This design comes from an exercise in tuning for small area, a short achievable clock period and few clock cycles on the open sky130 flow, not from production work. No run shown here included a check of the RTL's function; only the layout flow was run.

==> flow/design.v, too long to show whole: its modules and the start of the top module <==
// module CONV: 2274 lines
// module CONV_fa: 4 lines
module  CONV(
            input		  clk,
            input		  reset,
            output		  busy,
            input		  ready,
            output [11:0] iaddr,
            input  [19:0] idata,
            output	 	  cwr,
            output [11:0] caddr_wr,
            output [19:0] cdata_wr,
            output	 	  crd,
            output [11:0] caddr_rd,
            input  [19:0] cdata_rd,
            output [ 2:0] csel
        );
  // ...
==> flow/flow/run.sh <==
#!/bin/bash
# Own layout flow: the standard flow (standard.sh, unchanged synthesis,
# floorplan, power grid and tap cells), with buf_2 cells as the port buffers
# instead of the delay buffer buffer_ports picks by default, and repair_timing
# aiming for 6.8 ns of setup slack.
# The full make/ORFS output goes to flow_standard.log in the work folder;
# ORFS also keeps a log per step under orfs/logs.
set -euo pipefail
bash standard.sh \
  "BUFFER_PORTS_ARGS=-buffer_cell sky130_fd_sc_hd__buf_2" \
  SETUP_SLACK_MARGIN=6.8 \
  finish > flow_standard.log 2>&1
==> flow/standard.sh <==
#!/bin/bash
# synth_recipe.tcl (not shown) runs the flow's synth.tcl, then flattens the netlist and writes it again
# the make line also repeats each setting of config.mk as NAME=value (left out here)
make -C /OpenROAD-flow-scripts/flow DESIGN_CONFIG=/design/flow/config.mk WORK_HOME=/design/flow/orfs CLKGATE_MAP_FILE= SYNTH_SCRIPT=/design/flow/synth_recipe.tcl "${@:-finish}"
==> flow/config.mk <==
export PLATFORM = sky130hd
export DESIGN_NAME = CONV
export DESIGN_NICKNAME = CONV
export VERILOG_FILES = /design/flow/design.v
export SDC_FILE = /design/flow/constraint.sdc
export NUM_CORES = 4
export LEC_CHECK = 0
export CAP_MARGIN = 20
export CORE_MARGIN = 2
export CORE_UTILIZATION = 40
export CTS_CLUSTER_DIAMETER = 100
export CTS_CLUSTER_SIZE = 25
export SLEW_MARGIN = 20
export SYNTH_HIERARCHICAL = 1
==> flow/constraint.sdc <==
create_clock -name core_clock -period 10.0 [get_ports {clk}]
set_input_delay 2.0000 -clock core_clock [delete_from_list [all_inputs] [get_ports {clk}]]
set_output_delay 2.0000 -clock core_clock [all_outputs]
set_load 0.01 [all_outputs]
==> impl_metrics.tcl, run 1 <==
set metrics [dict create \
    cp_top_family "flip-flops" \
    htree_num_levels 2 \
    outcome "no timing/DRC/antenna violations" \
    drc 0 \
    synth_top_family_by_area "adder cells" \
    drive_gt1_frac 0.109 \
    hold_start "sr[327]" \
    cap_violations 0 \
    synthMuxAreaShare 0.00566 \
    setup_tns_ns 0 \
    mostFrequentLayoutCells "fa_1, dfxtp_1, inv_1" \
    groute.usage.overall 0.222 \
    cp-startpoint "busy_r" \
    yosysUniqueCellTypes 69 \
    met3_usage 0.0687 \
    core_sq_um 108000 \
    reg_top3 "sr: 460 flops, r1: 241 flops, r2: 53 flops" \
    area_delta_synth_final_pct 8.98 \
    synth-seq-cells 895 \
    reg2reg_depth 4 \
    critPathMaxFanout 3 \
    rsz0062_at_grt "yes" \
    crit_cells 1 \
    start_util 0.401 \
    largestClassByArea "multi-input combinational cells" \
    hold_path_depth 0 \
    cp.arrival_ns 1.22 \
    dp_hpwl_microns 93700 \
    crit_end "busy" \
    stdcell_count 4331 \
    worstReg2RegStart "sr[30]" \
    drt-met1-wl_microns 50200 \
    relSlewSlack 0.313 \
    cts_hold_buf 0 \
    critical_path_class "register to primary output" \
    nFillCells 9655 \
    postCtsSetupRepairBufs 8 \
]
==> run 2: changes to the inputs <==
--- a/flow/design.v
+++ b/flow/design.v
@@ -20,17 +20,17 @@
 reg  [6:0] ry;         
 reg  [3:0] rr;         
 reg  [3:0] ws;         
 reg  [6:0] wq;         
 reg  [3:0] wr;         
 reg        cwr_r, csel1_r;
 reg [11:0] caddr_wr_r, caddr_rd_r;
 reg [19:0] cdata_wr_r;
-reg [19:0] rb, pm, pa_r;
+reg [19:0] pm, pa_r;
 assign busy     = busy_r;
 assign iaddr    = {ry[5:0], rx[5:0]};
 assign cwr      = cwr_r;
 assign caddr_wr = caddr_wr_r;
 assign cdata_wr = cdata_wr_r;
 assign crd      = busy_r;
 assign caddr_rd = caddr_rd_r;
 assign csel     = {1'b0, csel1_r, 1'b1};
@@ -2198,33 +2198,33 @@
 wire w2135, w2136;
 CONV_fa uw2135 (w1959, w2040, w2134, w2135, w2136);
 wire w2137 = ~w2041;
 wire w2138, w2139;
 CONV_fa uw2138 (w2042, w1961, w2137, w2138, w2139);
 wire w2140 = ~w2044;
 wire w2141, w2142;
 CONV_fa uw2141 (r1[241], w2043, w2140, w2141, w2142);
-wire [12:0] lowsum = {1'b0, {~w2065, ~w2062, w2059, w2056, w2053, ~w2050, w2047, ~w2046, ~r1[4], r1[3], r1[1], ~r1[0]}} + {1'b0, {w2067, ~w2064, ~w2061, w2058, w2055, w2052, ~w2049, ~r1[8], r1[5], 1'b0, ~r1[2], 1'b0}};
-reg [52:0] r2;
-always @(posedge clk) r2 <= {w2045, w2142, w2141, w2139, w2138, w2136, w2135, w2133, w2132, w2130, w2129, w2127, w2126, w2124, w2123, w2121, w2120, w2118, w2117, w2115, w2114, w2112, w2111, w2109, w2108, w2106, w2105, w2103, w2102, w2100, w2099, w2097, w2096, w2094, w2093, w2091, w2090, w2088, w2087, w2085, w2084, w2082, w2081, w2079, w2078, w2076, w2075, w2073, w2072, w2070, w2069, w2068, lowsum[12]};
-wire [37:0] suma = {~r2[51], r2[49], ~r2[47], r2[45], ~r2[43], ~r2[41], r2[39], r2[37], r2[35], ~r2[33], ~r2[31], r2[29], r2[27], r2[25], r2[23], ~r2[21], r2[19], r2[17], r2[15], r2[13], r2[11], ~r2[9], r2[7], r2[5], r2[3], r2[1], 1'b0, 1'b0, 1'b0, 1'b0, 1'b0, 1'b0, 1'b0, 1'b0, 1'b0, 1'b0, 1'b0, 1'b0};
-wire [37:0] sumb = {~r2[52], ~r2[50], r2[48], ~r2[46], r2[44], ~r2[42], ~r2[40], r2[38], r2[36], r2[34], ~r2[32], ~r2[30], r2[28], r2[26], r2[24], r2[22], ~r2[20], r2[18], r2[16], r2[14], r2[12], r2[10], ~r2[8], r2[6], r2[4], r2[2], 1'b0, 1'b0, 1'b0, 1'b0, 1'b0, 1'b0, 1'b0, 1'b0, 1'b0, 1'b0, 1'b0, 1'b0};
-wire [37:0] acc = {suma[37:12] + sumb[37:12] + r2[0], 12'd0};
+wire [14:0] lowsum = {1'b0, {w2070, w2068, ~w2065, ~w2062, w2059, w2056, w2053, ~w2050, w2047, ~w2046, ~r1[4], r1[3], r1[1], ~r1[0]}} + {1'b0, {w2072, w2069, w2067, ~w2064, ~w2061, w2058, w2055, w2052, ~w2049, ~r1[8], r1[5], 1'b0, ~r1[2], 1'b0}};
+reg [48:0] r2;
+always @(posedge clk) r2 <= {w2045, w2142, w2141, w2139, w2138, w2136, w2135, w2133, w2132, w2130, w2129, w2127, w2126, w2124, w2123, w2121, w2120, w2118, w2117, w2115, w2114, w2112, w2111, w2109, w2108, w2106, w2105, w2103, w2102, w2100, w2099, w2097, w2096, w2094, w2093, w2091, w2090, w2088, w2087, w2085, w2084, w2082, w2081, w2079, w2078, w2076, w2075, w2073, lowsum[14]};
+wire [37:0] suma = {~r2[47], r2[45], ~r2[43], r2[41], ~r2[39], ~r2[37], r2[35], r2[33], r2[31], ~r2[29], ~r2[27], r2[25], r2[23], r2[21], r2[19], ~r2[17], r2[15], r2[13], r2[11], r2[9], r2[7], ~r2[5], r2[3], r2[1], 1'b0, 1'b0, 1'b0, 1'b0, 1'b0, 1'b0, 1'b0, 1'b0, 1'b0, 1'b0, 1'b0, 1'b0, 1'b0, 1'b0};
+wire [37:0] sumb = {~r2[48], ~r2[46], r2[44], ~r2[42], r2[40], ~r2[38], ~r2[36], r2[34], r2[32], r2[30], ~r2[28], ~r2[26], r2[24], r2[22], r2[20], r2[18], ~r2[16], r2[14], r2[12], r2[10], r2[8], r2[6], ~r2[4], r2[2], 1'b0, 1'b0, 1'b0, 1'b0, 1'b0, 1'b0, 1'b0, 1'b0, 1'b0, 1'b0, 1'b0, 1'b0, 1'b0, 1'b0};
+wire [37:0] acc = {suma[37:14] + sumb[37:14] + r2[0], 14'd0};
 wire [19:0] relu = acc[37] ? 20'd0 : acc[35:16];
 wire       wlow  = wq < 7'd2;
 wire [6:0] wq2   = wlow ? wq + 7'd65 : wq;
 wire [6:0] pt    = wq2 - 7'd3;
 wire [4:0] pi    = pt[5:1];        
 wire       ph    = pt[0];          
 wire [3:0] psx   = wlow ? ws - 4'd1 : ws;
 wire       pact  = wq != 7'd2 && !(ws == 4'd0 && wlow);
 wire       l0we  = wq != 7'd0 && ws != 4'd8;
 wire [6:0] wx    = wq - 7'd1;
-wire [19:0] pmax = (rb > pm) ? rb : pm;
+wire [19:0] pmax = (cdata_rd > pm) ? cdata_rd : pm;
 always @(posedge clk or posedge reset) begin
     if (reset) begin
         busy_r  <= 1'b0;
         wact    <= 1'b0;
         cwr_r   <= 1'b0;
         csel1_r <= 1'b0;
     end else begin
         if (start)
@@ -2258,22 +2258,21 @@
             wq <= wq + 7'd1;
     end else
         wr <= wr + 4'd1;
     if (wr[3])
         caddr_wr_r <= {2'b00, psx[2:0], ph, wr[0], pi};
     else
         caddr_wr_r <= {ws[2:0], wr[2:0], wx[5:0]};
     caddr_rd_r <= {psx[2:0], ph, wr[2], wr[0], pi, wr[1]};
-    cdata_wr_r <= wr[3] ? (wr[0] ? pmax : pa_r) : relu;
-    rb <= cdata_rd;
-    if (wr == 4'd2 || wr == 4'd6)
-        pm <= rb;
-    else
+    cdata_wr_r <= wr[3] ? (wr[0] ? pm : pa_r) : relu;
+    if (wr == 4'd1 || wr == 4'd5)
+        pm <= cdata_rd;
+    else if (wr != 4'd9)
         pm <= pmax;
-    if (wr == 4'd5)
+    if (wr == 4'd4)
         pa_r <= pmax;
 end
 endmodule
 module CONV_fa(input a, input b, input c, output s, output co);
 assign s  = a ^ b ^ c;
 assign co = (a & b) | (a & c) | (b & c);
 endmodule
==> run 2 against run 1 <==
Against the previous run: via count is 3.3% lower; synthesized cell count is 4.0% lower; register-to-register slack worse by 0.04 ns; first-iteration DRC count down 9.9%.
==> impl_metrics.tcl, run 2 <==
set metrics [dict create \
    synth_edf_count 40 \
    cap_violations 0 \
    die_w_microns 331 \
    cp.arrival_ns 3.91 \
    max_freq_ghz 0.286 \
    cts_buffer_depth 3 \
    mostFrequentLayoutCells "fa_1, dfxtp_1, inv_1" \
    synth_top_area_frac 0.463 \
    via_per_inst 5.05 \
    syn_inst 2652 \
    rsz0062_at_grt "yes" \
    clock-root-buffer "clkbuf_16" \
    area_delta_synth_final_pct 10.7 \
    critPathMaxFanout 7 \
    startpoint_type "input port" \
    numPlacedInstances 4134 \
    ant_nets 0 \
    fin_crit_sh 0.349 \
    io_pins 105 \
    grt_first_pass_wirelength_microns 178000 \
    drive_gt1_frac 0.142 \
    ys.warnings.count 7 \
    die_y_microns 331 \
    avgSynthCellArea_sq_um 16.1 \
    post-synth-top-count-cell "fa_1" \
    place.gp.congestion 0.982 \
    core.rowCount 119 \
    outcome "no timing/DRC/antenna violations" \
    groute.usage.overall 0.237 \
    setup_violations 0 \
    hold_class "register to register" \
    syn-cell-area_sq_um 42800 \
    dp_hpwl_microns 96400 \
    start_util 0.404 \
    hold_slack_ns 0.317 \
    worst_pin_slew_ns 1.00 \
    ys_seq_area_frac 0.418 \
    numClockSinks 871 \
    cts_hold_buf 0 \
    clk_pin_slew_worst_paths_ns 0.10 \
    mostFrequentLayoutCell "fa_1" \
    yosysUniqueCellTypes 59 \
    relSlewSlack 0.327 \
    dr.first_iter.drc_count 1813 \
    end_kind "register" \
    largest_reg_flops 460 \
    htree_num_levels 2 \
    grt_pass1_vias 24482 \
    synth_common_cells "fa_1, dfxtp_1, inv_1" \
    drt_first_pass_iters 5 \
    final_hold_viol_count 0 \
    finalMaxSlewViolations 0 \
    critical_path_class "input port to register" \
    final_nets 3945 \
    synth-seq-cells 871 \
    reg_top3 "sr: 460 flops, r1: 241 flops, r2: 49 flops" \
    ys.flop_type "dfxtp_1" \
    port_buffers 102 \
    required_ns 10.42 \
    drc 0 \
    stdcell_count 4228 \
    async_reset_ff_frac 0.00459 \
    grt_antenna_before_repair 9 \
    clkLatencyLatePin_ns 0.69 \
    grt_max_degree 31 \
    core_sq_um 106000 \
    cts_tree "done" \
    routedWlPerCell_microns 29.6 \
    routed_wl_microns 125000 \
    skew_ns 0.0462 \
    die_area_sq_um 110000 \
    setup_tns_ns 0 \
    regMostFlops "sr" \
    cts-buffers-inserted 44 \
    grt_overflow 0 \
    vias 21352 \
    yosys.area.top_type "fa_1" \
    synth_area_leaders "fa_1, dfxtp_1, edfxtp_1, ha_1, inv_1" \
    finalCriticalPeriod_ns 3.49 \
]
[run 2: area by class of cell]
class	instances	area (sq um)
Antenna cell	1	2.50
Clock buffer	49	1150
Clock inverter	13	175
Fill cell	9247	58400
Inverter	219	822
Multi-Input combinational cell	1545	24400
Sequential cell	871	18000
Tap cell	1391	1740
Timing Repair Buffer	139	1010
[run 2: critical path, cell delays in order]
cell and delay, ns:
buf_8 0.10, ha_4 0.20, a21o_1 0.15, a21o_1 0.19
a21oi_2 0.18, nor2_2 0.07, a211oi_2 0.29, a31oi_4 0.12
a21o_4 0.29, mux2_4 0.32
[run 2: final timing paths]
check	start	slack, ns	end	depth (start not counted)
hold / removal	sr[365]	0.32	sr[385]	0
hold reg to reg	sr[365]	0.32	sr[385]	0
setup / recovery	cdata_rd[13]	6.51	pm[5]	10
max in group asynchronous	reset	8.66	wact	2
setup reg to reg	sr[13]	6.78	r1[159]	4
min in group asynchronous	reset	1.20	csel1_r	2
[run 2: per-layer routing]
metal | vias up | track usage | share of wire | wire length [microns]
met5 | - | 0 | 0 | 0
met4 | 0 | 0.100 | 0.047 | 5900
met2 | 945 | 0.377 | 0.47 | 58600
met1 | 11623 | 0.316 | 0.41 | 51100
met3 | 249 | 0.0486 | 0.077 | 9640
li1 | 8535 | - | - | -
[run 2: what timing repair did]
item                       in CTS  in global routing
setup endpoints to repair     257                112
gates cloned                    5                  3
setup buffers                  13                 10
resized for setup             154                 65
pin swaps                      20                 18
[run 2: cells by family (layout without fill, tap and decap cells)]
logic type | count (synthesis) | count (layout) | synth area share
other | 2 | 23 | 0.000176
XOR/XNOR | 50 | 50 | 0.0102
adder cells (fa/ha/maj) | 1082 | 1082 | 0.490
buffers and inverters | 259 | 420 | 0.0246
AND/OR/NAND/NOR | 203 | 203 | 0.0231
AO/OA/AOI/OAI | 143 | 146 | 0.0235
multiplexers | 42 | 42 | 0.0105
flip-flops | 871 | 871 | 0.418
[run 2: modules after synthesis, one instance, submodules excluded]
module / cells / flops+latches
CONV: 1665 / 871
CONV_fa: 1 / 0
[run 2: through the flow]
step	worst slack, ns	util	instance area, sq um
2_1_floorplan	6.15	-	43000
3_3_place_gp	5.15	0.427	45100
3_5_place_dp	5.15	0.427	45100
4_1_cts	6.58	0.445	47000
5_1_grt	6.48	0.448	47300
6_report	6.51	0.448	47300

==> re-timing with driven ports <==
How much do the figures lean on ideal ports? The routed layouts below were timed once more, with nothing changed but the port constraints. Step 1: set_driving_cell puts a clkbuf_16 on clk and a buf_2 on each other input, an assumption about the parent block. Step 2 also shifts input and output timing later by t, the mid clock arrival at the registers, as if the neighbouring blocks saw the same clock. Three values: ideal ports, drivers, drivers and shift; two values: the first two.
| run | t, ns | setup slack, ns | worst setup path after step 2 |
|---|---|---|---|
| run 1 | 0.730 | 6.777 / 6.707 / 6.816 | register to register |
| run 2 | 0.734 | 6.507 / 6.536 / 5.803 | input to register |
After both steps every run listed still meets setup and hold. For run 2, which loses most, drivers alone change the setup slack by +0.029 ns; drivers and shift together by -0.704 ns.
